Context: an optimization exercise on an open-source flow, tuned for small area, a short achievable clock period and few clock cycles. The choices shown serve that exercise and are no tape-out recipe. At most, simulation tests tie the RTL to the original design; equivalence was not proved. Power is estimated from default activity; no workload was simulated.

==> flow/design.v <==
`timescale 1ns/10ps
module CLE ( clk, reset, rom_q, rom_a, sram_q, sram_a, sram_d, sram_wen, finish);
input         clk;
input         reset;
input  [7:0]  rom_q;
output [6:0]  rom_a;
input  [7:0]  sram_q;
output [9:0]  sram_a;
output [7:0]  sram_d;
output        sram_wen;
output        finish;
reg  [9:0] sram_a;
reg        sram_wen;
reg        finish;
localparam WAIT = 3'd0, RS0 = 3'd1, RS1 = 3'd2, RS2 = 3'd3, RS3 = 3'd4,
           CMP  = 3'd5, PUT = 3'd6, SLW = 3'd7;
reg  [2:0] st;
wire       s_wait = (st == WAIT), s_rs0 = (st == RS0), s_rs1 = (st == RS1),
           s_rs2  = (st == RS2),  s_rs3 = (st == RS3), s_cmp = (st == CMP),
           s_put  = (st == PUT),  s_slw = (st == SLW);
reg        early;        
reg        fin_st;       
reg  [9:0] pos;          
reg  [7:0] P;            
reg        pz;
reg        nNW, nN, nW;  
reg        fNW, fN, fW;  
reg        Lz;           
reg        wf;           
reg  [3:0] mods;         
reg  [7:0] newv;         
reg        decq;         
function [1:0] cmp8;
    input [7:0] a, b;
    reg   [7:0] g, l;
    reg   [3:0] g2, l2;
    reg   [1:0] g4, l4;
    integer i;
    begin
        for (i = 0; i < 8; i = i + 1) begin
            g[i] = a[i] & ~b[i];
            l[i] = ~a[i] & b[i];
        end
        for (i = 0; i < 4; i = i + 1) begin
            g2[i] = g[2*i+1] | (~l[2*i+1] & g[2*i]);
            l2[i] = l[2*i+1] | (~g[2*i+1] & l[2*i]);
        end
        for (i = 0; i < 2; i = i + 1) begin
            g4[i] = g2[2*i+1] | (~l2[2*i+1] & g2[2*i]);
            l4[i] = l2[2*i+1] | (~g2[2*i+1] & l2[2*i]);
        end
        cmp8 = {g4[1] | (~l4[1] & g4[0]), l4[1] | (~g4[1] & l4[0])};
    end
endfunction
reg  [6:0] rom_a;        
reg        f127;         
reg        fdone;        
reg        rv;           
reg  [7:0] cw;
reg        gap;          
assign sram_d = P;
wire [7:0] q_rev = {rom_q[0], rom_q[1], rom_q[2], rom_q[3],
                    rom_q[4], rom_q[5], rom_q[6], rom_q[7]};
wire [7:0] qm = q_rev & {~f127, 6'b111111, ~(~f127 & (rom_a == 7'd0))};
wire [6:0] nbi  = f127 ? 7'd127 : rom_a;
wire       qnz  = qm != 8'd0;
wire       nbv  = rv & ~fdone & qnz;        
wire [7:0] nb   = qm;
wire       nbadj = ~gap;                    
wire [2:0] o      = pos[2:0];
wire       rem_nz = |cw;
wire       avail  = rem_nz | nbv;
wire [7:0] srcw   = rem_nz ? cw : nb;
reg  [2:0] off, offm1;
reg  [7:0] oneh;
always @(*) begin
    casez (srcw)
    8'b???????1: begin off = 3'd0; offm1 = 3'd7; oneh = 8'b00000001; end
    8'b??????10: begin off = 3'd1; offm1 = 3'd0; oneh = 8'b00000010; end
    8'b?????100: begin off = 3'd2; offm1 = 3'd1; oneh = 8'b00000100; end
    8'b????1000: begin off = 3'd3; offm1 = 3'd2; oneh = 8'b00001000; end
    8'b???10000: begin off = 3'd4; offm1 = 3'd3; oneh = 8'b00010000; end
    8'b??100000: begin off = 3'd5; offm1 = 3'd4; oneh = 8'b00100000; end
    8'b?1000000: begin off = 3'd6; offm1 = 3'd5; oneh = 8'b01000000; end
    default:     begin off = 3'd7; offm1 = 3'd6; oneh = 8'b10000000; end
    endcase
end
wire [6:0] wd      = rem_nz ? pos[9:3] : nbi;
wire [9:0] nextpix = {wd, off};
wire [4:0] pr      = pos[9:5];
wire [4:0] pc      = pos[4:0];
wire [4:0] prm1    = pr - 5'd1;
wire [4:0] nbrm1   = nbi[6:2] - 5'd1;
wire [4:0] nrm1    = rem_nz ? prm1 : nbrm1;
wire [1:0] nwm1    = wd[1:0] - 2'd1;
wire [9:0] nx1     = {nrm1, (srcw[0] ? {nwm1, 3'd7} : {wd[1:0], offm1})};
wire       done    = fdone & ~rem_nz & ~nbv;
wire [2:0] op1     = o + 3'd1;
wire       cont    = rem_nz ? cw[op1]
                            : (rv & ~fdone & nbadj & nb[0] & (o == 3'd7) & (pos[4:3] != 2'd3));
wire       last_slw = (mods & (mods - 4'd1)) == 4'd0;
wire       nomods   = (mods == 4'd0);
wire       take     = (s_wait & avail & ~fin_st) | s_rs0 | (s_put & nomods & (cont | early));
wire       take_nb  = take & ~rem_nz;
wire       advance  = (rv & ~fdone & ~qnz) | take_nb;
always @(posedge clk or posedge reset) begin
    if (reset) begin
        rom_a <= 7'd0;
        f127  <= 1'b0;
        fdone <= 1'b0;
        rv    <= 1'b0;
        cw    <= 8'd0;
    end else begin
        if (take) cw <= srcw & ~oneh;
        rv <= ~advance;
        if (advance) begin
            if (f127)                    fdone <= 1'b1;
            else if (rom_a == 7'd126) begin
                rom_a <= 7'd0;
                f127  <= 1'b1;
            end else                     rom_a <= rom_a + 7'd1;
        end
    end
end
always @(posedge clk) begin
    if (take_nb)     gap <= 1'b0;
    else if (advance) gap <= 1'b1;
end
wire [7:0] Wv = (wf & ~Lz) ? P : 8'd0;
wire [7:0] Pe = pz ? 8'd0 : P;
wire [7:0] NE = sram_q;
wire       nwin = early ? s_rs1 : s_rs2;
wire [7:0] ca = nwin ? Wv : Pe;
wire [1:0] cab = cmp8(ca, sram_q);
wire [7:0] pmax = cab[0] ? sram_q : ca;
wire [1:0] cNP = cmp8(NE, Pe), cNn = cmp8(NE, newv), cPn = cmp8(Pe, newv);
wire [7:0] m   = (cNP[1] & cNn[1]) ? NE : (cPn[0] ? newv : Pe);
wire       plt = cPn[0] | cNP[1];           
wire       nz0 = ~|newv;
wire       nNE = |NE;
wire [3:0] mods_n = {nNW & (fNW | plt), nN & (fN | plt),
                     nNE & (cNP[0] | cNn[0]), nW & (fW | plt)};
wire       s0  = ~cPn[1] & ~cNn[1];         
wire [4:0] prp1 = pr + 5'd1;
wire [4:0] pcm1 = pc - 5'd1;
wire [4:0] pcp1 = pc + 5'd1;
wire [4:0] pcp2 = pc + 5'd2;
reg  [7:0] hoh;            
always @(*) begin
    case (pcp1[2:0])
    3'd0: hoh = 8'b00000001;
    3'd1: hoh = 8'b00000011;
    3'd2: hoh = 8'b00000111;
    3'd3: hoh = 8'b00001111;
    3'd4: hoh = 8'b00011111;
    3'd5: hoh = 8'b00111111;
    3'd6: hoh = 8'b01111111;
    default: hoh = 8'b11111111;
    endcase
end
wire       hword  = (nbi == {prp1, pcp1[4:3]});
wire       hazard = ~rem_nz & hword & ((nb & hoh) == (hoh & ~{1'b0, hoh[7:1]}));
wire       go_early = ~cont & avail & ~hazard;
always @(posedge clk) begin
    if (s_cmp) begin
        P   <= m;
        pz  <= nz0 & ~nN & ~nNE;
        nNW <= nN;
        nN  <= nNE;
        nW  <= ~nz0;
        fNW <= 1'b0;
        fN  <= 1'b0;
        fW  <= 1'b0;
    end else if (nwin | s_rs3) begin
        P   <= pmax;
        pz  <= 1'b0;
        if (nwin) begin
            nNW <= |sram_q;
            nW  <= wf & ~Lz;
            fNW <= cab[1];
            fW  <= cab[0];
        end else begin
            nN  <= |sram_q;
            fN  <= cab[1];
            fNW <= fNW | cab[0];
            fW  <= fW | cab[0];
        end
    end
    if (take) pos <= nextpix;
    if (s_wait | s_rs0 | (s_cmp & go_early))  sram_a <= nx1;
    else if (s_cmp)                           sram_a <= {prm1, pcp2};
    else if (s_rs1)                           sram_a <= {prm1, pc};
    else if (s_rs2)                           sram_a <= {prm1, pcp1};
    else if (s_slw)
        sram_a <= mods[3] ? {prm1, pcm1} : mods[2] ? {prm1, pc} :
                  mods[1] ? {prm1, pcp1} : {pr, pcm1};
    else                                      sram_a <= pos;
    if (s_cmp) early <= go_early;
    else if (s_wait | s_rs0) early <= 1'b0;
    if (s_wait | s_rs0) wf <= cont;
    else if (s_put)     wf <= cont;
    if (s_cmp) mods <= mods_n;
    else if (s_slw) begin
        if (mods[3])      mods[3] <= 1'b0;
        else if (mods[2]) mods[2] <= 1'b0;
        else if (mods[1]) mods[1] <= 1'b0;
        else              mods[0] <= 1'b0;
    end
end
always @(posedge clk or posedge reset) begin
    if (reset) begin
        st       <= WAIT;
        fin_st   <= 1'b0;
        sram_wen <= 1'b1;
        finish   <= 1'b0;
        newv     <= 8'd250;
        Lz       <= 1'b1;
    end else begin
        sram_wen <= ~((s_put & ~Lz) | s_slw);
        if (s_wait & fin_st) finish <= 1'b1;
        if (s_wait & ~avail & done) fin_st <= 1'b1;
        if (s_cmp) begin
            Lz   <= nz0;
            decq <= nz0 | s0;
        end
        if (s_put & decq) newv <= newv - 8'd1;
        case (st)
        WAIT:    st <= (avail & ~fin_st) ? RS1 : WAIT;
        RS0:     st <= RS1;
        RS1:     st <= RS2;
        RS2:     st <= RS3;
        RS3:     st <= CMP;
        CMP:     st <= PUT;
        PUT:     st <= ~nomods ? SLW : cont ? CMP : early ? RS1 : avail ? RS0 : WAIT;
        default: st <= ~last_slw ? SLW : avail ? RS0 : WAIT;
        endcase
    end
end
endmodule
==> flow/config.mk <==
export PLATFORM = sky130hd
export DESIGN_NAME = CLE
export DESIGN_NICKNAME = CLE
export VERILOG_FILES = /design/flow/design.v
export SDC_FILE = /design/flow/constraint.sdc
export NUM_CORES = 4
export LEC_CHECK = 0
export ABC_AREA = 1
export CAP_MARGIN = 30
export CORE_MARGIN = 2
export CORE_UTILIZATION = 50
export CTS_BUF_LIST = sky130_fd_sc_hd__clkbuf_8
export PLACE_DENSITY = 0.6
export SLEW_MARGIN = 20
==> flow/constraint.sdc <==
create_clock -name core_clock -period 9.0 [get_ports {clk}]
set_input_delay 1.8000 -clock core_clock [delete_from_list [all_inputs] [get_ports {clk}]]
set_output_delay 1.8000 -clock core_clock [all_outputs]
set_load 0.01 [all_outputs]
standard.sh (not shown) runs the stock make flow with config.mk's settings and CLKGATE_MAP_FILE= SYNTH_SCRIPT=/design/flow/synth_recipe.tcl, a recipe that flattens the netlist after the stock synthesis.
==> flow/flow/run.sh <==
#!/bin/bash
set -euo pipefail
bash standard.sh "BUFFER_PORTS_ARGS=-buffer_cell sky130_fd_sc_hd__buf_1" SETUP_SLACK_MARGIN=5.8 finish > flow_make.log 2>&1
Next try:
--- a/flow/design.v
+++ b/flow/design.v
@@ -9,18 +9,13 @@
 output [7:0]  sram_d;
 output        sram_wen;
 output        finish;
 reg  [9:0] sram_a;
 reg        sram_wen;
 reg        finish;
-localparam WAIT = 3'd0, RS0 = 3'd1, RS1 = 3'd2, RS2 = 3'd3, RS3 = 3'd4,
-           CMP  = 3'd5, PUT = 3'd6, SLW = 3'd7;
-reg  [2:0] st;
-wire       s_wait = (st == WAIT), s_rs0 = (st == RS0), s_rs1 = (st == RS1),
-           s_rs2  = (st == RS2),  s_rs3 = (st == RS3), s_cmp = (st == CMP),
-           s_put  = (st == PUT),  s_slw = (st == SLW);
+reg        s_wait, s_rs0, s_rs1, s_rs2, s_rs3, s_cmp, s_put, s_slw;
 reg        early;        
 reg        fin_st;       
 reg  [9:0] pos;          
 reg  [7:0] P;            
 reg        pz;
 reg        nNW, nN, nW;  
@@ -206,13 +201,20 @@
         else if (mods[1]) mods[1] <= 1'b0;
         else              mods[0] <= 1'b0;
     end
 end
 always @(posedge clk or posedge reset) begin
     if (reset) begin
-        st       <= WAIT;
+        s_wait <= 1'b1;
+        s_rs0  <= 1'b0;
+        s_rs1  <= 1'b0;
+        s_rs2  <= 1'b0;
+        s_rs3  <= 1'b0;
+        s_cmp  <= 1'b0;
+        s_put  <= 1'b0;
+        s_slw  <= 1'b0;
         fin_st   <= 1'b0;
         sram_wen <= 1'b1;
         finish   <= 1'b0;
         newv     <= 8'd250;
         Lz       <= 1'b1;
     end else begin
@@ -221,19 +223,18 @@
         if (s_wait & ~avail & done) fin_st <= 1'b1;
         if (s_cmp) begin
             Lz   <= nz0;
             decq <= nz0 | s0;
         end
         if (s_put & decq) newv <= newv - 8'd1;
-        case (st)
-        WAIT:    st <= (avail & ~fin_st) ? RS1 : WAIT;
-        RS0:     st <= RS1;
-        RS1:     st <= RS2;
-        RS2:     st <= RS3;
-        RS3:     st <= CMP;
-        CMP:     st <= PUT;
-        PUT:     st <= ~nomods ? SLW : cont ? CMP : early ? RS1 : avail ? RS0 : WAIT;
-        default: st <= ~last_slw ? SLW : avail ? RS0 : WAIT;
-        endcase
+        s_wait <= (s_wait & ~(avail & ~fin_st)) | (s_put & nomods & ~cont & ~early & ~avail) |
+                  (s_slw & last_slw & ~avail);
+        s_rs0  <= (s_put & nomods & ~cont & ~early & avail) | (s_slw & last_slw & avail);
+        s_rs1  <= (s_wait & avail & ~fin_st) | s_rs0 | (s_put & nomods & ~cont & early);
+        s_rs2  <= s_rs1;
+        s_rs3  <= s_rs2;
+        s_cmp  <= s_rs3 | (s_put & nomods & cont);
+        s_put  <= s_cmp;
+        s_slw  <= (s_put & ~nomods) | (s_slw & ~last_slw);
     end
 end
 endmodule
What happened: The changed run ran to the end with no violations. First-iteration DRC count goes down by 20%. Cell count goes down by 2.0%. Die area goes up by 1.7%. Via count goes down by 2.6%. Register-to-register slack gets better by 0.05 ns. Clock power goes down by about 3%. Setup slack gets better by 0.0076 ns. Routed wire length is about the same. Design area goes down by 0.54%. Sequential cell count goes up by 5. Fmax stays flat. Combinational power goes down by 20%. Non-clock buffer count goes down by 9.
Testbench counts after the change, summed over its fixed seeds: cycles 52,360.
For the first run of this note, only the layout was checked, not whether the RTL still works.

port drivers added, routing unchanged:
No port has a modelled driver above. Below, the same layouts with a new extraction and two added sets of constraints.
Step 1: set_driving_cell puts a clkbuf_16 on clk and a buf_2 on each other input, an assumption about the parent block.
Step 2 also shifts input and output timing later by t, the mid clock arrival at the registers, as if the neighbouring blocks saw the same clock.
Slacks: ideal / step 1 / step 2; pairs: ideal / step 1.
run | t, ns | slack for setup (ns) | worst setup path after step 2 | worst data-port slew with drivers (ns) | pins driven straight from the clock port
the first run | 0.401 | 5.908 / 5.922 / 5.521 | input to register | 0.04 | 1
the second run | 0.415 | 5.915 / 5.932 / 5.517 | input to register | 0.04 | 1
After both steps every run listed still meets setup and hold. The setup slack of the second run, which loses most, moves by +0.017 ns with the drivers and by -0.398 ns with both steps.
